Context: an optimization exercise on an open-source flow, tuned for small area. The choices shown serve that exercise and are no tape-out recipe. Only simulation tests tie the RTL to the original design; equivalence was not proved. The clock cells of runs 6 and 7 come from the design's own scripts or RTL, not from TritonCTS. The clock port is modelled as an ideal driver, which makes a skipped or thinned clock tree look cheaper than it is; a real chip needs a root buffer or a tree. Power is estimated from default activity; no workload was simulated.

**flow/design.v**
```verilog
module motor_driver (
    input  wire clk,
    input  wire rst_n,
    output wire pwm_out
);
    reg [7:0] counter;
    always @(posedge clk or negedge rst_n) begin
        if (!rst_n)
            counter <= 8'b0;
        else
            counter <= counter + 1'b1;
    end
    assign pwm_out = counter < 8'd180;
endmodule
module robot_drive_system (
    input  wire       clk,
    input  wire       rst_n,
    input  wire [1:0] cmd,
    output wire       left_pwm,
    output wire       left_in1,
    output wire       left_in2,
    output wire       right_pwm,
    output wire       right_in1,
    output wire       right_in2
);
    reg manual;
    always @(posedge clk or negedge rst_n) begin
        if (!rst_n)
            manual <= 1'b0;
        else
            manual <= |cmd;
    end
    wire pwm;
    motor_driver u_pwm (.clk(clk), .rst_n(rst_n), .pwm_out(pwm));
    assign left_pwm  = manual & pwm;
    assign right_pwm = manual & pwm;
    assign left_in1  = manual & cmd[0];
    assign left_in2  = manual & ~cmd[0];
    assign right_in1 = manual & ~(cmd[1] & cmd[0]);
    assign right_in2 = manual & cmd[1] & cmd[0];
endmodule
module t1b_trigger (
    input  wire clk_50M,
    input  wire reset,
    input  wire echo_rx,
    output wire trig,
    output wire trig_end
);
    reg [19:0] t;
    reg        a, b, x;
    wire fb   = ~(t[19] ^ t[16]);
    wire d51  = (t & 20'h24c00) == (20'he07ff & 20'h24c00);
    wire d551 = (t & 20'h10272) == (20'h43220 & 20'h10272);
    wire dx   = (t & 20'hff6ff) == (20'h9a531 & 20'hff6ff);
    wire wexit = ~a & b & x;
    assign trig     = a & ~b;
    assign trig_end = a & ~b & d551;
    always @(posedge clk_50M) begin
        if (reset == 0) begin
            t <= 20'h00000;
            a <= 1'b0;
            b <= 1'b0;
            x <= 1'b0;
        end else begin
            t <= wexit ? 20'h80000 : {t[18:0], fb};
            x <= (x | dx) & ~wexit;
            case ({a, b})
                2'b00: if (d51)      a <= 1'b1;
                2'b10: if (d551)     b <= 1'b1;
                2'b11: if (!echo_rx) a <= 1'b0;
                2'b01: if (x)        b <= 1'b0;
            endcase
        end
    end
endmodule
module t1b_echo_left (
    input  wire       clk_50M,
    input  wire       reset,
    input  wire       echo_rx,
    input  wire       trig_end,
    output reg  [1:0] cls
);
    reg [16:0] e;
    reg [1:0]  r;
    reg        echo_rx_dly;
    wire en    = echo_rx & reset;
    wire fb    = ~(e[16] ^ e[13]) ^ (&e[15:0]);
    wire d588  = (e & 17'h17fff) == (17'h0c40c & 17'h17fff);
    wire d4705 = (e & 17'h07f07) == (17'h172b1 & 17'h07f07);
    wire d9411 = (e & 17'h0b3d6) == (17'h1acb6 & 17'h0b3d6);
    always @(posedge clk_50M) begin
        e           <= en ? {e[15:0], fb} : 17'd0;
        echo_rx_dly <= en;
        if (!en) r <= 2'b00;
        else case (r)
            2'b00: if (d588)  r <= 2'b01;
            2'b01: if (d4705) r <= 2'b10;
            2'b10: if (d9411) r <= 2'b00;
            default: ;
        endcase
        if (reset == 0)
            cls <= 2'b00;
        else if (!echo_rx && echo_rx_dly)
            cls <= r;
        else if (!echo_rx && trig_end)
            cls <= 2'b00;
    end
endmodule
module t1b_echo_front (
    input  wire clk_50M,
    input  wire reset,
    input  wire echo_rx,
    input  wire trig_end,
    output reg  near
);
    reg [16:0] e;
    reg        r;
    reg        echo_rx_dly;
    wire en    = echo_rx & reset;
    wire fb    = ~(e[16] ^ e[13]) ^ (&e[15:0]);
    wire d588  = (e & 17'h1ffff) == (17'h0c40c & 17'h1ffff);
    wire d6176 = (e & 17'h06e9b) == (17'h12d18 & 17'h06e9b);
    always @(posedge clk_50M) begin
        e           <= en ? {e[15:0], fb} : 17'd0;
        echo_rx_dly <= en;
        if (!en) r <= 1'b0;
        else if (!r ? d588 : d6176) r <= ~r;
        if (reset == 0)
            near <= 1'b0;
        else if (!echo_rx && echo_rx_dly)
            near <= r;
        else if (!echo_rx && trig_end)
            near <= 1'b0;
    end
endmodule
module wall_follower_logic (
    input  wire       clk,
    input  wire       rst_n,
    input  wire [1:0] left_cls,
    input  wire       front_near,
    output reg  [1:0] drive_cmd
);
    always @(posedge clk or negedge rst_n) begin
        if (!rst_n)
            drive_cmd <= 2'd0;
        else if (front_near || left_cls == 2'b01)
            drive_cmd <= 2'd3;
        else if (left_cls == 2'b10)
            drive_cmd <= 2'd1;
        else
            drive_cmd <= 2'd2;
    end
endmodule
module wall_following_robot_top (
    input  wire        clk_50M,
    input  wire        rst_n,
    input  wire        echo_left,
    input  wire        echo_front,
    input  wire        echo_right,
    output wire        trig_left,
    output wire        trig_front,
    output wire        trig_right,
    output wire        left_pwm,
    output wire        left_in1,
    output wire        left_in2,
    output wire        right_pwm,
    output wire        right_in1,
    output wire        right_in2,
    output wire [2:0]  state_leds
);
    wire       end_l, end_f, end_r;
    wire [1:0] left_cls;
    wire       front_near;
    wire [1:0] drive_cmd;
    t1b_trigger trig_L (.clk_50M(clk_50M), .reset(rst_n), .echo_rx(echo_left),
                        .trig(trig_left), .trig_end(end_l));
    t1b_trigger trig_F (.clk_50M(clk_50M), .reset(rst_n), .echo_rx(echo_front),
                        .trig(trig_front), .trig_end(end_f));
    t1b_trigger trig_R (.clk_50M(clk_50M), .reset(rst_n), .echo_rx(echo_right),
                        .trig(trig_right), .trig_end(end_r));
    t1b_echo_left  echo_L (.clk_50M(clk_50M), .reset(rst_n), .echo_rx(echo_left),
                           .trig_end(end_l), .cls(left_cls));
    t1b_echo_front echo_F (.clk_50M(clk_50M), .reset(rst_n), .echo_rx(echo_front),
                           .trig_end(end_f), .near(front_near));
    wall_follower_logic u_brain (
        .clk(clk_50M), .rst_n(rst_n),
        .left_cls(left_cls), .front_near(front_near),
        .drive_cmd(drive_cmd)
    );
    assign state_leds = {1'b0, drive_cmd};
    robot_drive_system u_drive_sys (
        .clk(clk_50M), .rst_n(rst_n), .cmd(drive_cmd),
        .left_pwm(left_pwm),   .left_in1(left_in1),   .left_in2(left_in2),
        .right_pwm(right_pwm), .right_in1(right_in1), .right_in2(right_in2)
    );
endmodule
```
**flow/config.mk**
```make
export PLATFORM = sky130hd
export DESIGN_NAME = wall_following_robot_top
export DESIGN_NICKNAME = wall_following_robot_top
export VERILOG_FILES = /design/flow/design.v
export SDC_FILE = /design/flow/constraint.sdc
export NUM_CORES = 4
export LEC_CHECK = 0
export CAP_MARGIN = 20
export CORE_MARGIN = 2
export CORE_UTILIZATION = 40
export SLEW_MARGIN = 20
```
**flow/constraint.sdc**
```tcl
create_clock -name core_clock -period 20.0 [get_ports {clk_50M}]
set_input_delay 4.0000 -clock core_clock [delete_from_list [all_inputs] [get_ports {clk_50M}]]
set_output_delay 4.0000 -clock core_clock [all_outputs]
set_load 0.01 [all_outputs]
```
**flow/run.sh**
```bash
#!/bin/bash
# synth_recipe.tcl (not shown) runs the flow's synth.tcl, then flattens the netlist and writes it again
# the make line also repeats each setting of config.mk as NAME=value (left out here)
make -C /OpenROAD-flow-scripts/flow DESIGN_CONFIG=/design/flow/config.mk WORK_HOME=/design/flow/orfs CLKGATE_MAP_FILE= SYNTH_SCRIPT=/design/flow/synth_recipe.tcl finish
```
==> run summary, run 1 <==
Clock power frac: 0.512
Die X: 109 µm
Final ANT Viol Nets: 0
Data required, critical path: 16.00 ns
Slew margin rel.: 0.621
Cell Area, Synth: 4440 µm²
DRC errors left: 0
Antenna violations before repair: 0
Syn nets: 431
Commonest cells post-synth: dfxtp_1 (111), and2_1 (63), and3_1 (32), inv_1 (19), ha_1 (17)
FF/Latch Area: 2500 µm²
Drt wl/cell: 12.5 µm
Cts hold-fix bufs: 0
Cells after Synth: 409
CTS tree: done
Worst Setup End Kind: primary output
Final Hold Fails: 0
Syn-to-layout area delta: 19.6%
P_sw: 126 µW
Min Tclk post-route: 5.89 ns
CTS Buf Count: 17
Pwr Density: 110 nW/µm²
Layout Nets: 451
First-pass DRT Iterations: 6
Leading area contributor after synthesis: dfxtp_1
Share of the synthesized area in the top cell type: 0.500
Ranking of synthesized cells by area: dfxtp_1 (50%), and2_1 (8.9%), dfrtp_1 (6.2%), ha_1 (4.8%), and3_1 (4.5%)
Fin. max-slew vios: 0
Row cnt: 38
Slew @ Worst Pin: 0.567 ns
Crit share post-route: 0.295
Most numerous cell in the Yosys netlist: dfxtp_1
DRT iter0 DRCs: 98
Ports: 17
Slowest CP cell: clkdlybuf4s50_1
H-tree depth: 4
Initial Utilization: 0.410
Reg clk slew, reported paths: 0.06 ns
Non-filler cells, final: 582
Startpoint Class: register
Leak: 2.21 nW
HP Class: register to register
Filler instances: 986
# Max-Cap Violations: 0
RD Place Congestion: 0.732
Die ar.: 12000 µm²
GRT Total Usage: 0.138
Post-CTS Setup Bufs: 0
Post-synth EDFFs: 0
Skew-Pair Late Insertion Delay: 0.51 ns
CP Buf/Inv Count: 1
CTS resizes: 0
Root buffer cell: clkbuf_8
Seq pwr share: 0.434
Overall overflow remaining after global route: 0
Chip Height: 109 µm
Syn. warnings: 6
Clock Sinks: 122
Synth Area per Inst: 10.9 µm²
Distinct cell type count of the synthesized netlist: 47
Crit path kind: register to primary output
Routed Wire Length: 7290 µm
Vias in the first global route: 2763
First-pass GRT wire length: 12700 µm
Register bit total from synthesis: 122
Combinational Power Share: 0.054
Register area share after synthesis: 0.562
Clock skew: 0.00842 ns
Vias per Instance: 4.91
Critical path peak fanout: 5
Hold_ws: 0.432 ns
Power Internal: 459 µW
Crit-path max cell delay: 0.53 ns
Worst path most repeated cell: nor2_1
DP HPWL: 4910 µm
RSZ-0062 raised after global routing: no
Async SR Flop Fraction: 0.0902
I/O Buffers: 15
VDD IR max: 0.0463 mV
Final setup viols: 0
F_max: 170 MHz
TNS Setup: 0 ns
Final Util: 0.490
Crit path cell chain: nor2_1 > nor2_1 > o21ai_0 > and2_1 > clkdlybuf4s50_1
Inserted Diodes: 0
Delay-heaviest family, CP: buffers and inverters
Clock Tree Buf Depth: 2
Share of layout cells above drive strength 1: 0.0928
Arr. time, crit path: 1.89 ns
Status: timing/DRC/antenna clean
Inst Count DP: 550
Largest net degree at the start of global routing: 61
Via count: 2859
Multi-input logic area: 1800 µm²
Sw frac: 0.215
Top FF cell, synth: dfxtp_1
Placeable Area: 10800 µm²
[layer usage]
| layer | track usage | vias to the layer above | wire, µm |
|---|---|---|---|
| met1 | 0.180 | 1328 | 3640 |
| met4 | 0.0796 | 0 | 214 |
| met3 | 0.0427 | 22 | 275 |
| met2 | 0.203 | 62 | 3160 |
| li1 | - | 1447 | - |
| met5 | 0 | - | 0 |
[final timing paths]
check                                               end  cells after the start                         start  slack [ns]
max                                           right_pwm                      5  u_drive_sys.u_pwm.counter[2]       14.11
min reg2reg                                 trig_F.t[9]                      1                   trig_F.t[8]        0.43
max in group asynchronous  u_drive_sys.u_pwm.counter[2]                      2                         rst_n       16.09
min in group asynchronous  u_drive_sys.u_pwm.counter[7]                      2                         rst_n        3.55
min                                         trig_F.t[9]                      1                   trig_F.t[8]        0.43
max reg2reg                                 echo_L.r[1]                      4                   echo_L.e[1]       18.18
[sequential cells by signal, summed over array words and instances (netlist names), 8 cells and up]
name and flops:
echo_F.e 17, trig_L.t 20, trig_R.t 20, u_drive_sys.u_pwm.counter 8, trig_F.t 20, echo_L.e 17
[power groups by stage]
stage          combinational [mW]  clock (mW)  sequential [mW]
2_1_floorplan              0.0240           0            0.257
3_3_place_gp               0.0305           0            0.258
3_5_place_dp               0.0318           0            0.258
4_1_cts                    0.0322       0.305            0.253
5_1_grt                    0.0363       0.318            0.254
6_report                   0.0318       0.299            0.253
[placed cells by master, fill, tap and decap left out, types with 3 or more instances in the layout]
cell type        netlist  layout
a21boi_0              12      12
a21oi_1                7       7
a31oi_1                3       3
and2_1                63      63
and3_1                32      32
and4_1                 3       3
buf_4                  2       4
bufinv_16              0       3
clkbuf_16              0      16
clkbuf_8               0       3
clkdlybuf4s50_1        0      14
clkinv_2               0       5
dfrtp_1               11      11
dfxtp_1              111     111
ha_1                  17      17
inv_1                 19      19
nand2_1                9       9
nand3_1                3       3
nand3b_1               3       3
nand4_1                9       9
nand4b_1               3       3
nor2_1                 5       5
nor2b_1                5       5
nor3b_1                5       5
nor4_1                 5       5
nor4b_1                4       4
nor4bb_1               8       8
o21ai_0                6       6
o21bai_1               3       3
o2bb2ai_1              3       3
or3_1                  4       4
xnor2_1               11      11
[worst reg2reg max path: stages, from the launching register on]
cell	delay, ns
dfxtp_1	0.34
or4_1	0.52
o31a_1	0.28
a2111oi_4	0.39
mux2i_1	0.22
[logic make-up (layout without fill, tap and decap cells)]
family,Yosys count,count (layout),synth area share
buffers and inverters,37,70,0.0330
AOI/OAI and AO/OA,44,44,0.0724
other,1,1,0.000844
and+or+nand+nor,173,173,0.253
DFF,122,122,0.562
xor gates and xnor gates,13,13,0.0256
muxes,2,2,0.00451
adders and majority gates,17,17,0.0479
[through the flow]
stage	worst slack [ns]	total power, mW	instance area, µm²
finish	14.11	0.584	5310
global route	13.89	0.609	5310
CTS	14.05	0.591	5310
detailed placement	14.58	0.290	4720
global placement	14.62	0.289	4720
floorplan	15.03	0.281	4440
[area by class of cell]
cell class | instances | area share
well taps | 140 | 0.0330
inverters | 19 | 0.0134
clock inverters | 12 | 0.0278
flip-flops and latches | 122 | 0.470
multi-input cells | 250 | 0.338
repair buffers | 19 | 0.0330
clock buffers | 20 | 0.0839
==> run 2: changes to the inputs <==
--- a/flow/design.v
+++ b/flow/design.v
@@ -47,6 +47,8 @@
     output wire trig_end
 );
-    reg [19:0] t;
-    reg        a, b, x;
+    localparam [19:0] TINV = 20'haaaaa;
+    reg  [19:0] ts;
+    wire [19:0] t = ts ^ TINV;
+    reg         a, b, x;
     wire fb   = ~(t[19] ^ t[16]);
     wire d51  = (t & 20'h24c00) == (20'he07ff & 20'h24c00);
@@ -58,17 +60,13 @@
     always @(posedge clk_50M) begin
         if (reset == 0) begin
-            t <= 20'h00000;
+            ts <= TINV;
             a <= 1'b0;
             b <= 1'b0;
             x <= 1'b0;
         end else begin
-            t <= wexit ? 20'h80000 : {t[18:0], fb};
+            ts <= (wexit ? 20'h80000 : {t[18:0], fb}) ^ TINV;
             x <= (x | dx) & ~wexit;
-            case ({a, b})
-                2'b00: if (d51)      a <= 1'b1;
-                2'b10: if (d551)     b <= 1'b1;
-                2'b11: if (!echo_rx) a <= 1'b0;
-                2'b01: if (x)        b <= 1'b0;
-            endcase
+            a <= a ? (~b | echo_rx) : (~b & d51);
+            b <= b ? (a | ~x) : (a & d551);
         end
     end
@@ -81,25 +79,22 @@
     output reg  [1:0] cls
 );
-    reg [16:0] e;
-    reg [1:0]  r;
-    reg        echo_rx_dly;
+    localparam [16:0] EINV   = 17'h0aaaa;
+    localparam [16:0] ESTART = 17'h14b89;
+    reg  [16:0] es;
+    wire [16:0] e = es ^ EINV;
+    reg  [1:0]  r;
     wire en    = echo_rx & reset;
-    wire fb    = ~(e[16] ^ e[13]) ^ (&e[15:0]);
-    wire d588  = (e & 17'h17fff) == (17'h0c40c & 17'h17fff);
-    wire d4705 = (e & 17'h07f07) == (17'h172b1 & 17'h07f07);
-    wire d9411 = (e & 17'h0b3d6) == (17'h1acb6 & 17'h0b3d6);
+    wire ones  = &e[15:0];
+    wire fb    = ~(e[16] ^ e[13]) ^ ones;
+    wire d588  = ones & e[16];
+    wire d4705 = (e & 17'h0fb43) == (17'h1545b & 17'h0fb43);
+    wire d9411 = (e & 17'h00faf) == (17'h0cfaa & 17'h00faf);
     always @(posedge clk_50M) begin
-        e           <= en ? {e[15:0], fb} : 17'd0;
-        echo_rx_dly <= en;
-        if (!en) r <= 2'b00;
-        else case (r)
-            2'b00: if (d588)  r <= 2'b01;
-            2'b01: if (d4705) r <= 2'b10;
-            2'b10: if (d9411) r <= 2'b00;
-            default: ;
-        endcase
+        es <= (en ? {e[15:0], fb} : ESTART) ^ EINV;
+        r[1] <= en & (~r[0] | (r[1] ? ~d588 : d4705));
+        r[0] <= en & (r[1] ? (r[0] | d9411) : ~(r[0] & d4705));
         if (reset == 0)
             cls <= 2'b00;
-        else if (!echo_rx && echo_rx_dly)
+        else if (!echo_rx && r != 2'b00)
             cls <= r;
         else if (!echo_rx && trig_end)
@@ -114,16 +109,19 @@
     output reg  near
 );
-    reg [16:0] e;
-    reg        r;
-    reg        echo_rx_dly;
+    localparam [16:0] EINV   = 17'h0aaaa;
+    localparam [16:0] ESTART = 17'h14b89;
+    reg  [16:0] es;
+    wire [16:0] e = es ^ EINV;
+    reg         r;
+    reg         echo_rx_dly;
     wire en    = echo_rx & reset;
-    wire fb    = ~(e[16] ^ e[13]) ^ (&e[15:0]);
-    wire d588  = (e & 17'h1ffff) == (17'h0c40c & 17'h1ffff);
-    wire d6176 = (e & 17'h06e9b) == (17'h12d18 & 17'h06e9b);
+    wire ones  = &e[15:0];
+    wire fb    = ~(e[16] ^ e[13]) ^ ones;
+    wire d588  = ones & e[16];
+    wire d6176 = (e & 17'h106ff) == (17'h0e914 & 17'h106ff);
     always @(posedge clk_50M) begin
-        e           <= en ? {e[15:0], fb} : 17'd0;
+        es          <= (en ? {e[15:0], fb} : ESTART) ^ EINV;
         echo_rx_dly <= en;
-        if (!en) r <= 1'b0;
-        else if (!r ? d588 : d6176) r <= ~r;
+        r           <= en & (r ? ~d6176 : d588);
         if (reset == 0)
             near <= 1'b0;
--- a/flow/config.mk
+++ b/flow/config.mk
@@ -9,3 +9,6 @@
 export CORE_MARGIN = 2
 export CORE_UTILIZATION = 40
+export CTS_BUF_LIST = sky130_fd_sc_hd__clkbuf_4
+export CTS_CLUSTER_DIAMETER = 100
+export CTS_CLUSTER_SIZE = 30
 export SLEW_MARGIN = 20
==> run 2 against run 1 <==
  * Still clean
  * Synthesized area is 13% lower
  * Utilization is 1.7 points lower
  * Die area is 13% lower
  * Non-clock buffer count is 3 lower
  * Critical endpoint is now left_pwm
  * Largest cell class unchanged
==> run summary, run 2 <==
Status: timing/DRC/antenna clean
Cell Area, Synth: 3840 µm²
Share of layout cells above drive strength 1: 0.0807
CTS tree: done
Final Hold Fails: 0
Clock Sinks: 121
Leading cell type in the layout, fill and taps excluded: dfxtp_1
Crit path kind: register to primary output
Min Tclk post-route: 5.87 ns
Slew margin rel.: 0.633
DP HPWL: 4280 µm
Startpoint Class: register
Drt wl/cell: 11.6 µm
CTS resizes: 0
Crit share post-route: 0.294
Biggest regs: trig_F.ts: 20 flops, trig_L.ts: 20 flops, trig_R.ts: 20 flops
Worst R2R Path Depth: 4
Multi-input logic area: 1270 µm²
Filler instances: 892
Ranking of synthesized cells by area: dfxtp_1 (57%), dfrtp_1 (7.2%), nor2_1 (5.8%), nand2_1 (5.3%), xnor2_1 (2.3%)
Die ar.: 10400 µm²
Ports: 17
Async SR Flop Fraction: 0.0909
Commonest cells post-synth: dfxtp_1 (110), nor2_1 (59), nand2_1 (54), o21ai_0 (13)
Die X: 102 µm
Skew-Pair Late Insertion Delay: 0.49 ns
DRT iter0 DRCs: 44
Routed Wire Length: 6260 µm
DRC errors left: 0
H-tree depth: 4
Synth Area per Inst: 10.3 µm²
Data required, critical path: 16.00 ns
Top FF cell, synth: dfxtp_1
Register area share after synthesis: 0.645
Clock Tree Buf Depth: 2
Leak: 1.69 nW
VDD IR max: 0.0479 mV
Arr. time, crit path: 1.87 ns
WHS Path Cells: 1
Slew @ Worst Pin: 0.544 ns
Syn nets: 379
Row cnt: 35
Leading area contributor after synthesis: dfxtp_1
F_max: 170 MHz
Chip Height: 102 µm
Final ANT Viol Nets: 0
Share of the synthesized area in the top cell type: 0.573
RD Place Congestion: 0.834
Post-synth EDFFs: 0
Via count: 2481
Syn-to-layout area delta: 14.1%
Antenna violations before repair: 0
TNS Setup: 0 ns
First-pass GRT wire length: 11100 µm
Most frequent cells in the layout: dfxtp_1 (110), nor2_1 (59), nand2_1 (54)
I/O Buffers: 15
Most numerous cell in the Yosys netlist: dfxtp_1
Worst Setup End Kind: primary output
Total power: 433 µW
Inserted Diodes: 0
Cts hold-fix bufs: 0
Cells after Synth: 373
HP Class: register to register
GRT Total Usage: 0.139
Fin. max-slew vios: 0
Distinct cell type count of the synthesized netlist: 47
Vias per Instance: 4.61
Initial Utilization: 0.414
Pwr Density: 98.8 nW/µm²
FF/Latch Area: 2480 µm²
First-pass DRT Iterations: 4
Critical path peak fanout: 4
# Max-Cap Violations: 0
Overall overflow remaining after global route: 0
CTS Buf Count: 17
Layout Nets: 403
Reg clk slew, reported paths: 0.09 ns
Register bit total from synthesis: 121
RSZ-0062 raised after global routing: no
Largest net degree at the start of global routing: 33
Syn. warnings: 6
Post-CTS Setup Bufs: 0
Vias in the first global route: 2463
Placeable Area: 9280 µm²
Root buffer cell: clkbuf_4
Final setup viols: 0
Clock skew: 0.0102 ns
==> run 2: cells by family after synthesis <==
| logic type | share of synthesized area |
|---|---|
| flops | 0.645 |
| compound gates | 0.0586 |
| xor+xnor | 0.0296 |
| fa+ha+maj | 0.00326 |
| simple gates | 0.238 |
| other cells | 0.000976 |
| buf+inv | 0.0251 |
==> run 2: per-stage QoR <==
stage / hold WS, ns / instances / area (µm²) / utilization / setup WS [ns]
after global routing: 0.391 / 538 / 4390 / 0.472 / 13.90
after CTS: 0.375 / 538 / 4390 / 0.472 / 14.07
after global placement: 0.346 / 507 / 4110 / 0.443 / 14.45
after detailed placement: 0.351 / 507 / 4110 / 0.443 / 14.43
final: 0.370 / 538 / 4390 / 0.472 / 14.13
after floorplan: 0.343 / 373 / 3840 / - / 15.04
==> run 2: critical path: stages, from the launching register on <==
cell	delay (ns)
dfrtp_1	0.43
nor2_1	0.11
nor2_1	0.05
o21ai_0	0.11
and2_1	0.15
clkdlybuf4s50_1	0.53
==> run 2: worst paths after layout <==
kind                                         startpoint                           end  slack, ns
setup / recovery           u_drive_sys.u_pwm.counter[2]                      left_pwm      14.13
setup reg to reg                           echo_L.es[1]                  echo_L.es[0]      18.55
min in group asynchronous                         rst_n  u_drive_sys.u_pwm.counter[4]       3.87
max in group asynchronous                         rst_n  u_drive_sys.u_pwm.counter[3]      15.89
hold / removal                             trig_L.ts[8]                  trig_L.ts[9]       0.37
hold reg to reg                            trig_L.ts[8]                  trig_L.ts[9]       0.37
==> run 2: per-layer routing <==
metal	share of wire	up-vias	global-route usage	wire length [µm]
met5	0	-	0	0
met4	0.021	0	0.0708	129
li1	-	1291	-	-
met1	0.52	1145	0.181	3250
met2	0.42	32	0.201	2660
met3	0.036	13	0.0534	223
==> run 2: area by class of cell <==
type / instances / area share
inverters: 12 / 0.0103
clock inverters: 12 / 0.0302
flip-flops and latches: 121 / 0.565
clock buffers: 19 / 0.0325
multi-input cells: 229 / 0.289
well taps: 129 / 0.0368
repair buffers: 16 / 0.0359
==> run 2: power by group <==
part	internal [mW]	leakage (nW)	switching, mW	total [mW]
clock	0.0863	0.152	0.0812	0.168
combinational	0.00732	0.512	0.00794	0.0153
sequential	0.247	1.03	0.00392	0.250
total	0.340	1.69	0.0931	0.433
==> run 3: changes to the inputs <==
==> flow/flow/run.sh (new file) <==
#!/bin/bash
# Standard layout with smaller port buffers and a clock tree without dummy loads.
set -euo pipefail
export BUFFER_PORTS_ARGS="-buffer_cell sky130_fd_sc_hd__buf_1"
export CTS_ARGS="-sink_clustering_enable -repair_clock_nets -dont_use_dummy_load -buf_list sky130_fd_sc_hd__clkbuf_4"
export RECOVER_POWER=100
bash standard.sh > standard.log 2>&1
==> flow/standard.sh (new file) <==
#!/bin/bash
# synth_recipe.tcl (not shown) runs the flow's synth.tcl, then flattens the netlist and writes it again
# the make line also repeats each setting of config.mk as NAME=value (left out here)
make -C /OpenROAD-flow-scripts/flow DESIGN_CONFIG=/design/flow/config.mk WORK_HOME=/design/flow/orfs CLKGATE_MAP_FILE= SYNTH_SCRIPT=/design/flow/synth_recipe.tcl "${@:-finish}"
--- a/flow/config.mk
+++ b/flow/config.mk
@@ -9,6 +9,3 @@
 export CORE_MARGIN = 2
 export CORE_UTILIZATION = 40
-export CTS_BUF_LIST = sky130_fd_sc_hd__clkbuf_4
-export CTS_CLUSTER_DIAMETER = 100
-export CTS_CLUSTER_SIZE = 30
 export SLEW_MARGIN = 20
removed: flow/run.sh
==> run 3 against run 2 <==
  * Cell area decreased by 5.6%
  * Critical path depth unchanged
  * Global-route usage is 0.59 points lower
  * Worst setup slack improved by 0.32 ns
  * Power fell by 15%
  * Critical endpoint is now echo_F.r
  * Highest routed layer unchanged
==> run summary, run 3 <==
VDD IR max: 0.0371 mV
Synth Area per Inst: 10.3 µm²
Fin. max-slew vios: 0
Biggest regs: trig_F.ts: 20 flops, trig_L.ts: 20 flops, trig_R.ts: 20 flops
Largest family of logic cells by synthesized area: simple AND/OR/NAND/NOR gates
Top FF cell, synth: dfxtp_1
TNS Setup: 0 ns
Power Internal: 290 µW
Post-Synth Simple-Gate Area: 0.238
Syn-to-layout area delta: 7.75%
Async SR Flop Fraction: 0.0909
Synth Area in XOR/XNOR: 0.0296
Vias in the first global route: 2409
Crit share post-route: 0.277
Initial Utilization: 0.414
# Max-Cap Violations: 0
Leading area contributor after synthesis: dfxtp_1
Inserted Diodes: 0
Arr. time, crit path: 5.96 ns
Post-CTS Setup Bufs: 0
Complex-gate fraction of the synthesized area: 0.0586
Syn nets: 379
Drt wl/cell: 11.8 µm
Placeable Area: 9280 µm²
Hold_ws: 0.358 ns
Distinct cell type count of the synthesized netlist: 47
Final setup viols: 0
Leak: 1.57 nW
Ranking of synthesized cells by area: dfxtp_1 (57%), dfrtp_1 (7.2%), nor2_1 (5.8%), nand2_1 (5.3%), xnor2_1 (2.3%)
DRT iter0 DRCs: 85
Root buffer cell: clkbuf_4
CTS tree: done
Slowest CP cell: clkbuf_1
Critical path peak fanout: 32
CTS Buf Count: 17
Most frequent cells in the layout: dfxtp_1 (110), nor2_1 (59), nand2_1 (54)
F_max: 180 MHz
Cells after Synth: 373
Chip Height: 102 µm
Ports: 17
Vias per Instance: 4.70
GRT Total Usage: 0.133
I/O Buffers: 15
Layout Nets: 403
Clock Sinks: 121
Crit path kind: input port to register
Slew @ Worst Pin: 1.30 ns
Pwr Density: 89.3 nW/µm²
First-pass DRT Iterations: 4
Antenna violations before repair: 0
Status: timing/DRC/antenna clean
Commonest cells post-synth: dfxtp_1 (110), nor2_1 (59), nand2_1 (54), o21ai_0 (13)
Post-synthesis adder-cell area fraction: 0.00326
P_sw: 79.7 µW
Cell Area, Synth: 3840 µm²
H-tree depth: 4
First-pass GRT wire length: 10600 µm
Die X: 102 µm
Final Util: 0.446
Final Hold Fails: 0
Overall overflow remaining after global route: 0
DRC errors left: 0
Post-synth EDFFs: 0
Leading cell type in the layout, fill and taps excluded: dfxtp_1
Clock skew: 0.0399 ns
Crit path cell chain: buf_1 > clkbuf_1 > nand2_1 > clkinv_1 > o311a_1
Register bit total from synthesis: 121
CTS resizes: 0
Routed Wire Length: 6170 µm
Most numerous cell in the Yosys netlist: dfxtp_1
Skew-Pair Late Insertion Delay: 0.49 ns
Slew margin rel.: 0.134
Combinational Power Share: 0.034
CP Buf/Inv Count: 3
Min Tclk post-route: 5.55 ns
Row cnt: 35
Largest net degree at the start of global routing: 33
Reg clk slew, reported paths: 0.11 ns
Sw frac: 0.216
Final ANT Viol Nets: 0
Seq pwr share: 0.678
Share of the synthesized area in the top cell type: 0.573
RSZ-0062 raised after global routing: no
Clock power frac: 0.288
RD Place Congestion: 0.813
Worst Setup End Kind: register
Delay-heaviest family, CP: buffers and inverters
Register area share after synthesis: 0.645
Clock Tree Buf Depth: 2
Via count: 2464
Syn. warnings: 6
Crit-path max cell delay: 0.94 ns
Share of layout cells above drive strength 1: 0.0557
Mux contribution to synthesized area: 0
HP Class: register to register
Die ar.: 10400 µm²
Cts hold-fix bufs: 0
Data required, critical path: 20.42 ns
DP HPWL: 4240 µm
Startpoint Class: input port
==> run 3: cell types whose count changed in the layout (fill, tap and decap cells not counted), moves of 4 or more <==
cell	change
clkdlybuf4s50_1	-15
clkinv_2	-4
and2_0	+6
and2_1	-6
buf_1	+15
clkinv_1	-4
==> run 3: layout make-up <==
type,instances,area [µm²]
Tap cell,129,161
Inverter,12,45.0
Fill cell,911,5140
Timing Repair Buffer,16,60.1
Sequential cell,121,2480
Multi-Input combinational cell,229,1270
Clock buffer,17,128
==> run 3: worst paths after layout <==
kind	start	to	slack (ns)	cells after the start
worst max-delay path	rst_n	echo_F.r	14.45	5
worst min-delay path	echo_L.es[7]	echo_L.es[8]	0.36	1
worst max register to register	echo_L.es[9]	echo_L.es[0]	18.56	4
worst min register to register	echo_L.es[7]	echo_L.es[8]	0.36	1
max in group asynchronous	rst_n	u_drive_sys.u_pwm.counter[0]	15.35	2
min in group asynchronous	rst_n	u_drive_sys.manual	3.88	2
==> run 3: per-layer routing <==
layer	GRT usage	share of wire	vias to the layer above
li1	-	-	1273
met1	0.168	0.51	1148
met2	0.197	0.44	36
met4	0.0615	0.012	0
met5	0	0	-
met3	0.0575	0.037	7
==> run 3: worst register-to-register path: stages, from the launching register on <==
cell and delay (ns):
dfxtp_1 0.35, nor4_1 0.49, a41oi_1 0.21, xnor2_1 0.17, nand2_1 0.06
==> run 3: through the flow <==
stage | instances | area [µm²] | power, mW | setup slack (ns)
floorplan | 373 | 3840 | 0.264 | 15.04
finish | 524 | 4140 | 0.370 | 14.45
global route | 524 | 4140 | 0.387 | 14.15
CTS | 524 | 4140 | 0.376 | 14.45
detailed placement | 507 | 4020 | 0.269 | 14.78
global placement | 507 | 4020 | 0.269 | 14.80
==> run 3: logic make-up after synthesis <==
logic type,Yosys count
compound gates,35
flops,121
xor+xnor,13
other cells,1
fa+ha+maj,1
simple gates,179
buf+inv,23
==> run 3: power by group through the flow <==
stage	sequential [mW]	clock, mW	combinational [mW]
after CTS	0.250	0.113	0.0130
after detailed placement	0.256	0	0.0130
after global routing	0.251	0.121	0.0145
final	0.250	0.107	0.0126
after global placement	0.256	0	0.0127
after floorplan	0.255	0	0.00946
==> run 4: changes to the inputs <==
--- a/flow/flow/run.sh
+++ b/flow/flow/run.sh
@@ -4,4 +4,3 @@
 export BUFFER_PORTS_ARGS="-buffer_cell sky130_fd_sc_hd__buf_1"
 export CTS_ARGS="-sink_clustering_enable -repair_clock_nets -dont_use_dummy_load -buf_list sky130_fd_sc_hd__clkbuf_4"
-export RECOVER_POWER=100
 bash standard.sh > standard.log 2>&1
==> run 4 against run 3 <==
  * Flip-flop and latch count unchanged
  * Sequential power about the same
  * Die area unchanged
  * Critical path depth unchanged
  * Synthesized cell count unchanged
  * Global-route usage unchanged
  * Power about the same
  * Critical path type is now register to primary output
==> run summary, run 4 <==
Critical path peak fanout: 4
Syn. warnings: 6
Share of layout cells above drive strength 1: 0.0582
Ports: 17
Leading cell type in the layout, fill and taps excluded: dfxtp_1
RD Place Congestion: 0.813
Syn-to-layout area delta: 7.85%
Post-synth EDFFs: 0
Via count: 2476
DRC errors left: 0
Root buffer cell: clkbuf_4
GRT Total Usage: 0.133
Final ANT Viol Nets: 0
CTS tree: done
DRT iter0 DRCs: 87
Syn nets: 379
Register bit total from synthesis: 121
Status: timing/DRC/antenna clean
Leading area contributor after synthesis: dfxtp_1
Cell Area, Synth: 3840 µm²
H-tree depth: 4
CTS Buf Count: 17
Top FF cell, synth: dfxtp_1
Async SR Flop Fraction: 0.0909
Register area share after synthesis: 0.645
Post-CTS Setup Bufs: 0
Min Tclk post-route: 5.49 ns
First-pass GRT wire length: 10600 µm
Sw frac: 0.215
Die ar.: 10400 µm²
Clock Sinks: 121
Clock Tree Buf Depth: 2
Reg clk slew, reported paths: 0.11 ns
Drt wl/cell: 11.8 µm
Die X: 102 µm
Leak: 1.58 nW
Seq pwr share: 0.677
Most frequent cells in the layout: dfxtp_1 (110), nor2_1 (59), nand2_1 (54)
I/O Buffers: 15
TNS Setup: 0 ns
Ranking of synthesized cells by area: dfxtp_1 (57%), dfrtp_1 (7.2%), nor2_1 (5.8%), nand2_1 (5.3%), xnor2_1 (2.3%)
Routed Wire Length: 6180 µm
Synth Area per Inst: 10.3 µm²
Skew-Pair Late Insertion Delay: 0.49 ns
P_sw: 79.7 µW
Initial Utilization: 0.414
Arr. time, crit path: 1.49 ns
Placeable Area: 9280 µm²
Vias in the first global route: 2409
Share of the synthesized area in the top cell type: 0.573
Most numerous cell in the Yosys netlist: dfxtp_1
Worst Setup End Kind: primary output
# Max-Cap Violations: 0
Fin. max-slew vios: 0
RSZ-0062 raised after global routing: no
Final setup viols: 0
Total power: 370 µW
Cts hold-fix bufs: 0
Largest net degree at the start of global routing: 33
Clock power frac: 0.288
Power Internal: 290 µW
Slew margin rel.: 0.665
Combinational Power Share: 0.034
Slew @ Worst Pin: 0.498 ns
Row cnt: 35
VDD IR max: 0.0371 mV
Data required, critical path: 16.00 ns
Clock skew: 0.0400 ns
Crit share post-route: 0.275
Startpoint Class: register
Distinct cell type count of the synthesized netlist: 47
Overall overflow remaining after global route: 0
Chip Height: 102 µm
Final Hold Fails: 0
HP Class: register to register
F_max: 182 MHz
Antenna violations before repair: 0
Inserted Diodes: 0
CTS resizes: 0
Crit path kind: register to primary output
Vias per Instance: 4.73
Commonest cells post-synth: dfxtp_1 (110), nor2_1 (59), nand2_1 (54), o21ai_0 (13)
First-pass DRT Iterations: 4
Biggest regs: trig_F.ts: 20 flops, trig_L.ts: 20 flops, trig_R.ts: 20 flops
Layout Nets: 403
Cells after Synth: 373
DP HPWL: 4240 µm
Pwr Density: 89.2 nW/µm²
run 4: cell counts after synthesis:
No cell type changed its count.
run 4: stage by stage:
stage | instance area (µm²) | hold WS [ns] | worst slack [ns] | std cells | utilization
CTS | 4140 | 0.364 | 14.45 | 524 | 0.446
floorplan | 3840 | 0.343 | 15.04 | 373 | -
finish | 4140 | 0.358 | 14.51 | 524 | 0.446
global route | 4140 | 0.392 | 14.32 | 524 | 0.446
detailed placement | 4020 | 0.353 | 14.78 | 507 | 0.433
global placement | 4020 | 0.347 | 14.80 | 507 | 0.433
run 4: critical path, cell delays in order, from the launching register on:
cell and delay, ns:
dfrtp_1 0.42, nor2_1 0.13, nor2_1 0.05, o21ai_0 0.13, and2_1 0.15, buf_1 0.15
run 4: metal layers:
metal | share of wire | vias to the layer above | GRT usage
met4 | 0.011 | 0 | 0.0615
met3 | 0.039 | 5 | 0.0575
met5 | 0 | - | 0
met2 | 0.44 | 38 | 0.197
li1 | - | 1274 | -
met1 | 0.51 | 1159 | 0.168
run 4: layout make-up:
cell class	instances	area, µm²
fill	909	5140
sequential	121	2480
multi-input combinational	229	1270
tap	129	161
clock buffer	17	128
timing repair buffer	16	63.8
inverter	12	45.0
run 4: path summary, 6_finish.rpt:
path / slack (ns) / to / cells past startpoint / start
min reg2reg: 0.36 / echo_L.es[8] / 1 / echo_L.es[7]
max reg2reg: 18.57 / echo_L.es[0] / 4 / echo_L.es[9]
max in group asynchronous: 16.25 / u_drive_sys.u_pwm.counter[0] / 2 / rst_n
min: 0.36 / echo_L.es[8] / 1 / echo_L.es[7]
min in group asynchronous: 3.50 / u_drive_sys.u_pwm.counter[3] / 2 / rst_n
max: 14.51 / right_pwm / 5 / u_drive_sys.u_pwm.counter[2]
run 4: power by group through the flow:
stage / Combinational [mW] / Sequential (mW) / Clock, mW
6_report: 0.0127 / 0.250 / 0.107
5_1_grt: 0.0146 / 0.251 / 0.121
4_1_cts: 0.0130 / 0.250 / 0.113
3_5_place_dp: 0.0130 / 0.256 / 0
3_3_place_gp: 0.0127 / 0.256 / 0
2_1_floorplan: 0.00946 / 0.255 / 0
run 4: kinds of logic (layout without fill, tap and decap cells):
logic type | after synthesis | count (layout) | synth area share
and+or+nand+nor | 179 | 179 | 0.238
DFF | 121 | 121 | 0.645
AOI/OAI and AO/OA | 35 | 35 | 0.0586
buffers and inverters | 23 | 45 | 0.0251
xor gates and xnor gates | 13 | 13 | 0.0296
adders and majority gates | 1 | 1 | 0.00326
other | 1 | 1 | 0.000976
==> run 5: changes to the inputs <==
==> flow/flow/run.sh (replaced) <==
#!/bin/bash
# Standard layout with smaller port buffers and a clock tree without dummy loads.
set -euo pipefail
export BUFFER_PORTS_ARGS="-buffer_cell sky130_fd_sc_hd__buf_1"
export CTS_ARGS="-sink_clustering_enable -repair_clock_nets -dont_use_dummy_load -buf_list sky130_fd_sc_hd__clkbuf_8 -sink_clustering_size 40 -sink_clustering_max_diameter 200"
bash standard.sh > standard.log 2>&1
--- a/flow/config.mk
+++ b/flow/config.mk
@@ -8,4 +8,4 @@
 export CAP_MARGIN = 20
 export CORE_MARGIN = 2
-export CORE_UTILIZATION = 40
+export CORE_UTILIZATION = 60
 export SLEW_MARGIN = 20
==> run 5 against run 4 <==
  * Clock skew decreased by 0.015 ns
  * Power increased by 11%
  * Sequential share of layout area decreased by 0.59 points
  * Clock power increased by 38%
  * Largest cell class unchanged
==> run summary, run 5 <==
Status: timing/DRC/antenna clean
DRC errors left: 0
Post-CTS Setup Bufs: 0
CTS resizes: 0
Delay-heaviest family, CP: flip-flops
Final Hold Fails: 0
TNS Setup: 0 ns
Worst path most repeated cell: nor2_1
Distinct cell type count of the synthesized netlist: 47
HP Start: trig_F.ts[8]
FF/Latch Area: 2480 µm²
Crit-path max cell delay: 0.41 ns
Share of layout cells above drive strength 1: 0.0582
Register area share after synthesis: 0.645
Leading cell type in the layout, fill and taps excluded: dfxtp_1
CTS tree: done
Reg clk slew, reported paths: 0.07 ns
# Max-Cap Violations: 0
F_max: 185 MHz
Slew @ Worst Pin: 0.545 ns
RD Place Congestion: 0.811
Commonest cells post-synth: dfxtp_1 (110), nor2_1 (59), nand2_1 (54), o21ai_0 (13)
Startpoint Class: register
Ports: 17
HP Class: register to register
WHS Path Cells: 1
Die ar.: 7060 µm²
H-tree depth: 4
Routed Wire Length: 6080 µm
Antenna violations before repair: 0
Non-filler cells, final: 472
Min Tclk post-route: 5.41 ns
Synth Area per Inst: 10.3 µm²
Row cnt: 29
DP HPWL: 4210 µm
Clock Sinks: 121
Leading area contributor after synthesis: dfxtp_1
Multi-input logic area: 1270 µm²
Cells after Synth: 373
Via count: 2486
Arr. time, crit path: 1.41 ns
Worst R2R Path Depth: 4
I/O Buffers: 15
CP Buf/Inv Count: 1
Crit path kind: register to primary output
Clock skew: 0.0245 ns
Cell Area, Synth: 3840 µm²
Filler instances: 525
Finished Cell Area: 4190 µm²
Worst Setup End Kind: primary output
Biggest regs: trig_F.ts: 20 flops, trig_L.ts: 20 flops, trig_R.ts: 20 flops
VDD IR max: 0.0636 mV
Drt wl/cell: 12.9 µm
Slew margin rel.: 0.632
DRT iter0 DRCs: 137
Most frequent cells in the layout: dfxtp_1 (110), nor2_1 (59), nand2_1 (54)
Most numerous cell in the Yosys netlist: dfxtp_1
Chip Height: 84.0 µm
Flop2flop setup slack: 18.58 ns
Vias per Instance: 5.27
Clock Tree Buf Depth: 2
Share of the synthesized area in the top cell type: 0.573
Post-synth EDFFs: 0
Die X: 84.0 µm
Syn. warnings: 6
Vias in the first global route: 2470
Pwr Density: 98.3 nW/µm²
Root buffer cell: clkbuf_8
Crit share post-route: 0.271
First-pass GRT wire length: 11100 µm
Inserted Diodes: 0
Inst Count DP: 455
Final setup viols: 0
Initial Utilization: 0.612
Cts hold-fix bufs: 0
Layout Nets: 403
Crit path cell chain: nor2_1 > nor2_1 > o21ai_0 > and2_1 > buf_1
Placement Cell Area: 3950 µm²
GRT Total Usage: 0.201
Syn nets: 379
Post-Place Worst Slack: 14.76 ns
CTS Buf Count: 17
Data required, critical path: 16.00 ns
Final WS setup: 14.59 ns
Hold endpoint: trig_F.ts[9]
Overall overflow remaining after global route: 0
Skew-Pair Late Insertion Delay: 0.42 ns
Largest net degree at the start of global routing: 33
Placeable Area: 6280 µm²
First-pass DRT Iterations: 4
Syn-to-layout area delta: 8.92%
Top FF cell, synth: dfxtp_1
Final ANT Viol Nets: 0
Critical path peak fanout: 4
Fin. max-slew vios: 0
Worst r2r dst: echo_L.es[0]
Slowest CP cell: dfrtp_1
Leak: 1.62 nW
RR Startpoint: echo_L.es[10]
Register bit total from synthesis: 121
Async SR Flop Fraction: 0.0909
Ranking of synthesized cells by area: dfxtp_1 (57%), dfrtp_1 (7.2%), nor2_1 (5.8%), nand2_1 (5.3%), xnor2_1 (2.3%)
RSZ-0062 raised after global routing: no
-- run 5: cell counts after synthesis --
Identical to the previous run, type by type.
-- run 5: per-stage QoR --
| stage | util | hold WS, ns | total power [mW] |
|---|---|---|---|
| global placement | 0.629 | 0.348 | 0.268 |
| finish | 0.667 | 0.365 | 0.412 |
| floorplan | - | 0.343 | 0.264 |
| detailed placement | 0.629 | 0.354 | 0.269 |
| CTS | 0.667 | 0.369 | 0.417 |
| global route | 0.667 | 0.386 | 0.428 |
-- run 5: cells by family after synthesis --
logic type                 after synthesis  share of synthesized area
and+or+nand+nor                        179                      0.238
DFF                                    121                      0.645
AOI/OAI and AO/OA                       35                     0.0586
buffers and inverters                   23                     0.0251
xor gates and xnor gates                13                     0.0296
adders and majority gates                1                    0.00326
other                                    1                   0.000976
-- run 5: final cells by class --
cell class	count	area share
flip-flops and latches	121	0.592
repair buffers	16	0.0152
clock buffers	17	0.0559
inverters	12	0.0108
multi-input cells	229	0.303
well taps	77	0.0230
-- run 5: where the power goes --
part,total [mW],switching (mW),internal [mW]
registers,0.251,0.00389,0.247
logic,0.0126,0.00783,0.00477
clock network,0.148,0.0737,0.0743
-- run 5: how the worst max path moves through the flow --
stage                endpoint                         start  slack [ns]  cells after the start
floorplan           right_pwm  u_drive_sys.u_pwm.counter[2]       15.04                      5
global placement     echo_F.r                         rst_n       14.82                      5
detailed placement   echo_F.r                         rst_n       14.76                      5
CTS                  left_pwm  u_drive_sys.u_pwm.counter[2]       14.55                      5
global route        right_pwm  u_drive_sys.u_pwm.counter[2]       14.42                      5
finish               left_pwm  u_drive_sys.u_pwm.counter[2]       14.59                      5
-- run 5: routing by layer --
layer / wire [µm] / global-route usage / vias to the layer above
met2: 2670 / 0.288 / 40
met3: 237 / 0.0752 / 12
met4: 112 / 0.0924 / 0
met1: 3060 / 0.269 / 1167
met5: 0 / 0 / -
li1: - / - / 1267
-- run 5: worst reg2reg max path, stage by stage, from the launching register on --
cell and delay [ns]:
dfxtp_1 0.33, nor4bb_1 0.52, a41oi_1 0.22, xnor2_1 0.17
nand2_1 0.06
==> run 6: changes to the inputs <==
==> flow/flow/run.sh (replaced) <==
#!/bin/bash
# Standard layout, except: port buffers are buf_1, timing-slack power
# recovery is on, and after CTS the clock tree is replaced by four
# clkbuf_16 driven from the clock port (flow/post_cts.tcl).
set -euo pipefail
export BUFFER_PORTS_ARGS="-buffer_cell sky130_fd_sc_hd__buf_1"
export CTS_ARGS="-sink_clustering_enable -repair_clock_nets -dont_use_dummy_load -buf_list sky130_fd_sc_hd__clkbuf_4"
export POST_CTS_TCL="$(pwd)/flow/post_cts.tcl"
export RECOVER_POWER=100
bash standard.sh > standard.log 2>&1
==> flow/flow/post_cts.tcl (new file) <==
# Sourced by ORFS's cts.tcl after clock_tree_synthesis (POST_CTS_TCL).
# Replaces the CTS tree with NBUF clock buffers driven straight from the
# clock port, each driving one k-means cluster of flip-flops, then
# legalizes the new buffers.
set nbuf 4
set bufcell sky130_fd_sc_hd__clkbuf_16

set block [ord::get_db_block]
set clk [$block findNet clk_50M]

# put every clock pin of a register back on the port net
foreach inst [$block getInsts] {
  set it [$inst findITerm CLK]
  if {$it == "NULL" || $it == ""} { continue }
  if {![[$inst getMaster] isSequential]} { continue }
  set n [$it getNet]
  if {$n != "NULL" && $n != "" && [$n getName] ne "clk_50M"} {
    $it disconnect
    $it connect $clk
  }
}
# remove the buffers and nets CTS made
foreach inst [$block getInsts] {
  set name [$inst getName]
  if {[string match clkbuf_* $name] || [string match clkload* $name]} {
    puts "post_cts: removing $name ([[$inst getMaster] getName])"
    odb::dbInst_destroy $inst
  }
}
foreach net [$block getNets] {
  if {[string match clknet_* [$net getName]] && [llength [$net getITerms]] == 0} {
    odb::dbNet_destroy $net
  }
}

set sinks {}
foreach it [$clk getITerms] {
  set inst [$it getInst]
  set loc [$inst getLocation]
  set w [[$inst getMaster] getWidth]
  set h [[$inst getMaster] getHeight]
  lappend sinks [list $it [expr {[lindex $loc 0] + $w / 2}] [expr {[lindex $loc 1] + $h / 2}]]
}
set n [llength $sinks]
puts "post_cts: $n clock sinks"
set sorted [lsort -real -index 1 $sinks]
set cent {}
for {set k 0} {$k < $nbuf} {incr k} {
  set s [lindex $sorted [expr {int(($k + 0.5) * $n / $nbuf)}]]
  lappend cent [list [lindex $s 1] [lindex $s 2]]
}
for {set iter 0} {$iter < 100} {incr iter} {
  set assign {}
  foreach s $sinks {
    set best -1; set bd 1e30
    for {set k 0} {$k < $nbuf} {incr k} {
      set d [expr {abs([lindex $s 1] - [lindex $cent $k 0]) + abs([lindex $s 2] - [lindex $cent $k 1])}]
      if {$d < $bd} { set bd $d; set best $k }
    }
    lappend assign $best
  }
  set newc {}
  for {set k 0} {$k < $nbuf} {incr k} {
    set sx 0; set sy 0; set c 0
    foreach s $sinks a $assign {
      if {$a == $k} { set sx [expr {$sx + [lindex $s 1]}]; set sy [expr {$sy + [lindex $s 2]}]; incr c }
    }
    if {$c > 0} { lappend newc [list [expr {$sx / $c}] [expr {$sy / $c}]] } else { lappend newc [lindex $cent $k] }
  }
  set cent $newc
}
set master [[ord::get_db] findMaster $bufcell]
for {set k 0} {$k < $nbuf} {incr k} {
  set buf [odb::dbInst_create $block $master "clkbuf_manual_$k"]
  set net [odb::dbNet_create $block "clknet_manual_$k"]
  $net setSigType CLOCK
  [$buf findITerm A] connect $clk
  [$buf findITerm X] connect $net
  set cnt 0
  foreach s $sinks a $assign {
    if {$a == $k} {
      set it [lindex $s 0]
      $it disconnect
      $it connect $net
      incr cnt
    }
  }
  $buf setLocation [expr {int([lindex $cent $k 0])}] [expr {int([lindex $cent $k 1])}]
  $buf setPlacementStatus PLACED
  puts "post_cts: buffer $k at [lindex $cent $k] drives $cnt sinks"
}
detailed_placement
estimate_parasitics -placement
report_clock_skew
--- a/flow/config.mk
+++ b/flow/config.mk
@@ -8,4 +8,4 @@
 export CAP_MARGIN = 20
 export CORE_MARGIN = 2
-export CORE_UTILIZATION = 60
+export CORE_UTILIZATION = 40
 export SLEW_MARGIN = 20
==> run 6 against run 5 <==
  * Critical path depth unchanged
  * Worst setup slack got worse by 0.43 ns
  * Die area increased by 47%
  * Utilization decreased by 22 points
  * Critical endpoint is now echo_F.r
==> run summary, run 6 <==
Status: timing/DRC/antenna clean
Met1 GRT Util: 0.172
Clock power frac: 0.260
Final Util: 0.443
Ports: 17
Antenna violations before repair: 0
Post-synthesis adder-cell area fraction: 0.00326
Cell Area, Synth: 3840 µm²
Crit path kind: input port to register
Biggest regs: trig_F.ts: 20 flops, trig_L.ts: 20 flops, trig_R.ts: 20 flops
Met2 usage: 0.194
Die ar.: 10400 µm²
Leak: 1.54 nW
Slowest CP cell: clkbuf_1
Skew-Pair Late Insertion Delay: 0.17 ns
RSZ-0062 raised after global routing: no
Clock skew: 0.0247 ns
Startpoint Class: input port
Min Tclk post-route: 5.84 ns
Top FF cell, synth: dfxtp_1
Leading cell type in the layout, fill and taps excluded: dfxtp_1
Final setup viols: 0
I/O Buffers: 15
Layout Nets: 390
Ranking of synthesized cells by area: dfxtp_1 (57%), dfrtp_1 (7.2%), nor2_1 (5.8%), nand2_1 (5.3%), xnor2_1 (2.3%)
Critical path peak fanout: 32
Crit path cell chain: buf_1 > clkbuf_1 > nand2_1 > clkinv_1 > o311a_1
Post-synth EDFFs: 0
P_sw: 67.3 µW
Commonest cells post-synth: dfxtp_1 (110), nor2_1 (59), nand2_1 (54), o21ai_0 (13)
Mux contribution to synthesized area: 0
Largest family of logic cells by synthesized area: simple AND/OR/NAND/NOR gates
Most frequent cells in the layout: dfxtp_1 (110), nor2_1 (59), nand2_1 (54)
Chip Height: 102 µm
Vias in the first global route: 2315
Most numerous cell in the Yosys netlist: dfxtp_1
Final ANT Viol Nets: 0
DP HPWL: 4240 µm
RR Startpoint: echo_L.es[9]
TNS Setup: 0 ns
Routed Wire Length: 5940 µm
# Max-Cap Violations: 0
Hold endpoint: trig_L.ts[1]
Synth Area per Inst: 10.3 µm²
Synth Area in XOR/XNOR: 0.0296
Fin. max-slew vios: 0
Overall overflow remaining after global route: 0
Row cnt: 35
Syn nets: 379
Share of layout cells above drive strength 1: 0.0236
Distinct cell type count of the synthesized netlist: 47
F_max: 171 MHz
Share of the synthesized area in the top cell type: 0.573
Drt wl/cell: 11.6 µm
RD Place Congestion: 0.813
Largest net degree at the start of global routing: 35
Combinational Power Share: 0.036
Slew @ Worst Pin: 1.30 ns
First-pass DRT Iterations: 4
Register area share after synthesis: 0.645
HP Start: trig_L.ts[0]
Syn-to-layout area delta: 7.03%
Async SR Flop Fraction: 0.0909
GRT Total Usage: 0.123
Gr busiest metal: met2
Arr. time, crit path: 5.97 ns
Die X: 102 µm
Syn. warnings: 6
WHS Path Cells: 1
Complex-gate fraction of the synthesized area: 0.0586
Worst Setup End Kind: register
Seq pwr share: 0.704
Register bit total from synthesis: 121
Data required, critical path: 20.13 ns
Via count: 2417
Crit share post-route: 0.292
Cells after Synth: 373
Worst r2r dst: echo_L.es[0]
Worst R2R Path Depth: 4
Post-Synth Simple-Gate Area: 0.238
DRT iter0 DRCs: 98
Flop2flop setup slack: 18.59 ns
Initial Utilization: 0.414
Final Hold Fails: 0
DRC errors left: 0
Vias per Instance: 4.73
VDD IR max: 0.0501 mV
Slew margin rel.: 0.132
Power Internal: 288 µW
Inserted Diodes: 0
Crit-path max cell delay: 0.95 ns
First-pass GRT wire length: 10400 µm
Sw frac: 0.189
Pwr Density: 86.5 nW/µm²
Clock Sinks: 121
Reg clk slew, reported paths: 0.12 ns
Leading area contributor after synthesis: dfxtp_1
Placeable Area: 9280 µm²
Met3 usage: 0.0287
HP Class: register to register
==> run 6: cell count changes in the layout (fill, tap and decap cells not counted) <==
| cell | delta |
|---|---|
| clkbuf_8 | -17 |
| and2_0 | +6 |
| and2_1 | -6 |
| clkbuf_16 | +4 |
| a21boi_0 | +3 |
| a21boi_1 | -3 |
| buf_4 | -1 |
| clkbuf_1 | +1 |
==> run 6: metrics by stage <==
stage / setup slack, ns / power (mW) / cells / area [µm²] / hold WS, ns
floorplan: 15.04 / 0.264 / 373 / 3840 / 0.343
detailed placement: 14.78 / 0.269 / 507 / 4020 / 0.353
global placement: 14.80 / 0.269 / 507 / 4020 / 0.347
global route: 13.79 / 0.370 / 511 / 4110 / 0.389
finish: 14.16 / 0.356 / 511 / 4110 / 0.360
==> run 6: per-layer routing <==
layer | routed length [µm] | up-vias
li1 | - | 1247
met1 | 3090 | 1132
met2 | 2610 | 33
met3 | 181 | 5
met4 | 60 | 0
met5 | 0 | -
==> run 6: how the worst max path moves through the flow <==
stage,end,start,depth (start not counted)
after floorplan,right_pwm,u_drive_sys.u_pwm.counter[2],5
after global placement,echo_F.r,rst_n,5
after detailed placement,echo_F.r,rst_n,5
after global routing,echo_F.r,rst_n,5
final,echo_F.r,rst_n,5
==> run 6: kinds of logic after synthesis <==
group	count (synthesis)
compound gates	35
xor+xnor	13
fa+ha+maj	1
buf+inv	23
flops	121
other cells	1
simple gates	179
==> run 6: power by group through the flow <==
| stage | clock (mW) | combinational (mW) | sequential (mW) |
|---|---|---|---|
| 2_1_floorplan | 0 | 0.00946 | 0.255 |
| 6_report | 0.0925 | 0.0126 | 0.251 |
| 5_1_grt | 0.104 | 0.0146 | 0.251 |
| 3_3_place_gp | 0 | 0.0127 | 0.256 |
| 3_5_place_dp | 0 | 0.0130 | 0.256 |
==> run 6: area by class of cell <==
type | instances | area (µm²)
Inverter | 12 | 45.0
Fill cell | 892 | 5170
Timing Repair Buffer | 16 | 60.1
Multi-Input combinational cell | 229 | 1270
Buffer | 4 | 100
Sequential cell | 121 | 2480
Tap cell | 129 | 161
==> run 6: critical path: cells and delay by family <==
family,cells,cell delay (ns)
and+or+nand+nor,1,0.47
AOI/OAI and AO/OA,1,0.19
buffers and inverters,3,1.30
==> run 7: changes to the inputs <==
--- a/flow/config.mk
+++ b/flow/config.mk
@@ -8,4 +8,4 @@
 export CAP_MARGIN = 20
 export CORE_MARGIN = 2
-export CORE_UTILIZATION = 40
+export CORE_UTILIZATION = 70
 export SLEW_MARGIN = 20
==> run 7 against run 6 <==
  * Routed wire length is 6.5% higher
  * Still clean on timing, DRC and antenna
  * First-iteration DRC count is 21% higher
  * Clock skew is 0.019 ns lower
  * Hold slack better by 0.018 ns
  * Worst setup slack worse by 0.045 ns
==> run summary, run 7 <==
Status: timing/DRC/antenna clean
I/O Buffers: 15
Slew @ Worst Pin: 1.30 ns
First-pass DRT Iterations: 4
Top FF cell, synth: dfxtp_1
GRT Total Usage: 0.223
Arr. time, crit path: 6.00 ns
P_sw: 67.4 µW
Syn nets: 379
Cells after Synth: 373
Slew margin rel.: 0.134
Routed Wire Length: 6330 µm
Biggest regs: trig_F.ts: 20 flops, trig_L.ts: 20 flops, trig_R.ts: 20 flops
Die X: 78.1 µm
Clock skew: 0.00574 ns
Commonest cells post-synth: dfxtp_1 (110), nor2_1 (59), nand2_1 (54), o21ai_0 (13)
Worst Setup End Kind: register
Crit share post-route: 0.294
Leading cell type in the layout, fill and taps excluded: dfxtp_1
Most numerous cell in the Yosys netlist: dfxtp_1
Via count: 2463
Vias per Instance: 5.45
HP Class: register to register
RSZ-0062 raised after global routing: no
Syn. warnings: 6
Chip Height: 78.1 µm
TNS Setup: 0 ns
Final ANT Viol Nets: 0
Fin. max-slew vios: 0
RD Place Congestion: 0.834
Layout Nets: 390
Clock Sinks: 121
Leading area contributor after synthesis: dfxtp_1
Vias in the first global route: 2449
Register bit total from synthesis: 121
Share of layout cells above drive strength 1: 0.0236
Critical path peak fanout: 32
# Max-Cap Violations: 0
DRC errors left: 0
F_max: 170 MHz
Placeable Area: 5200 µm²
Overall overflow remaining after global route: 0
Final setup viols: 0
Register area share after synthesis: 0.645
Sw frac: 0.189
Crit path kind: input port to register
Post-synth EDFFs: 0
Die ar.: 6100 µm²
Async SR Flop Fraction: 0.0909
Antenna violations before repair: 0
Share of the synthesized area in the top cell type: 0.573
Placement Cell Area: 3940 µm²
Row cnt: 26
Finished Cell Area: 4040 µm²
Initial Utilization: 0.738
Ports: 17
DP HPWL: 4370 µm
Inserted Diodes: 0
Drt wl/cell: 14.0 µm
Final Hold Fails: 0
Combinational Power Share: 0.036
VDD IR max: 0.0732 mV
Pwr Density: 88.1 nW/µm²
Clock power frac: 0.259
Largest net degree at the start of global routing: 33
Ranking of synthesized cells by area: dfxtp_1 (57%), dfrtp_1 (7.2%), nor2_1 (5.8%), nand2_1 (5.3%), xnor2_1 (2.3%)
Skew-Pair Late Insertion Delay: 0.17 ns
Synth Area per Inst: 10.3 µm²
Cell Area, Synth: 3840 µm²
DRT iter0 DRCs: 119
Syn-to-layout area delta: 5.11%
First-pass GRT wire length: 10900 µm
Reg clk slew, reported paths: 0.10 ns
Min Tclk post-route: 5.88 ns
Seq pwr share: 0.705
Leak: 1.54 nW
Startpoint Class: input port
Power Internal: 288 µW
Distinct cell type count of the synthesized netlist: 47
Most frequent cells in the layout: dfxtp_1 (110), nor2_1 (59), nand2_1 (54)
Hold_ws: 0.377 ns
Data required, critical path: 20.11 ns
[run 7: cell counts after synthesis]
No cell type changed its count.
[run 7: power groups by stage]
stage | Clock (mW) | Combinational, mW | Sequential (mW)
floorplan | 0 | 0.00946 | 0.255
global placement | 0 | 0.0123 | 0.256
detailed placement | 0 | 0.0128 | 0.256
global route | 0.102 | 0.0146 | 0.252
finish | 0.0923 | 0.0127 | 0.251
[run 7: layout make-up]
| class | count | area, µm² |
|---|---|---|
| flip-flops and latches | 121 | 2480 |
| multi-input cells | 229 | 1270 |
| fillers | 349 | 1170 |
| plain buffers | 4 | 100 |
| well taps | 70 | 87.6 |
| repair buffers | 16 | 60.1 |
| inverters | 12 | 45.0 |
[run 7: per-stage QoR]
stage | setup slack (ns) | instances | power, mW | util
after floorplan | 15.04 | 373 | 0.264 | -
after global placement | 14.83 | 448 | 0.268 | 0.757
after detailed placement | 14.79 | 448 | 0.269 | 0.757
after global routing | 13.81 | 452 | 0.368 | 0.776
final | 14.12 | 452 | 0.356 | 0.776
[run 7: cell families (layout without fill, tap and decap cells)]
logic type / count (synthesis) / in the layout / share of synthesized area
other: 1 / 1 / 0.000976
AND/OR/NAND/NOR: 179 / 179 / 0.238
flip-flops: 121 / 121 / 0.645
AO/OA/AOI/OAI: 35 / 35 / 0.0586
XOR/XNOR: 13 / 13 / 0.0296
buffers and inverters: 23 / 32 / 0.0251
adder cells (fa/ha/maj): 1 / 1 / 0.00326
[run 7: critical path: stages]
cell      delay, ns
buf_1          0.06
clkbuf_1       0.94
nand2_1        0.48
clkinv_1       0.31
o311a_1        0.20
[run 7: path summary, 6_finish.rpt]
| kind | to | startpoint | slack [ns] | cells past startpoint |
|---|---|---|---|---|
| setup / recovery | echo_F.r | rst_n | 14.12 | 5 |
| hold / removal | trig_F.ts[9] | trig_F.ts[8] | 0.38 | 1 |
| setup reg to reg | echo_L.es[0] | echo_L.es[10] | 18.52 | 4 |
| hold reg to reg | trig_F.ts[9] | trig_F.ts[8] | 0.38 | 1 |
| max in group asynchronous | u_drive_sys.u_pwm.counter[1] | rst_n | 15.06 | 2 |
| min in group asynchronous | u_drive_sys.u_pwm.counter[3] | rst_n | 4.18 | 2 |
[run 7: per-layer routing]
layer  share of wire  track usage
met5               0            0
met4          0.0093       0.0456
met3           0.030       0.0471
met2            0.47        0.370
met1            0.49        0.308

## port drivers added, routing unchanged
How much do the figures lean on ideal ports? The routed layouts below were timed once more, with nothing changed but the port constraints.
Step 1 (the two cells are an assumption about what drives the block):
set clk [get_ports {clk_50M}]
set_driving_cell -lib_cell sky130_fd_sc_hd__clkbuf_16 $clk
set_driving_cell -lib_cell sky130_fd_sc_hd__buf_2 [delete_from_list [all_inputs] $clk]
Step 2 moves the port delays by t, midway between the first and last clock arrival at a register: inputs arrive t later, outputs are due t later. That takes back most of the time a late clock gives input paths.
Three values: ideal, step 1, step 2; two values: the first two.
| run | t, ns | setup slack, ns | hold slack, ns | clock arrival spread, ns |
|---|---|---|---|---|
| run 1 | 0.536 | 14.106 / 14.075 / 14.568 | 0.432 / 0.432 / 0.432 | 0.012 / 0.011 |
| run 2 | 0.514 | 14.129 / 14.100 / 14.414 | 0.370 / 0.370 / 0.370 | 0.015 / 0.015 |
| run 3 | 0.500 | 14.453 / 14.460 / 13.960 | 0.358 / 0.358 / 0.358 | 0.040 / 0.040 |
| run 4 | 0.500 | 14.510 / 14.479 / 14.780 | 0.358 / 0.358 / 0.358 | 0.040 / 0.040 |
| run 5 | 0.433 | 14.589 / 14.560 / 14.782 | 0.365 / 0.365 / 0.365 | 0.025 / 0.025 |
| run 6 | 0.238 | 14.160 / 14.214 / 13.975 | 0.360 / 0.360 / 0.360 | 0.027 / 0.027 |
| run 7 | 0.235 | 14.116 / 14.167 / 13.932 | 0.377 / 0.377 / 0.377 | 0.008 / 0.009 |
After both steps every run listed still meets setup and hold. The setup slack of run 3, which loses most, moves by +0.007 ns with the drivers and by -0.493 ns with both steps.
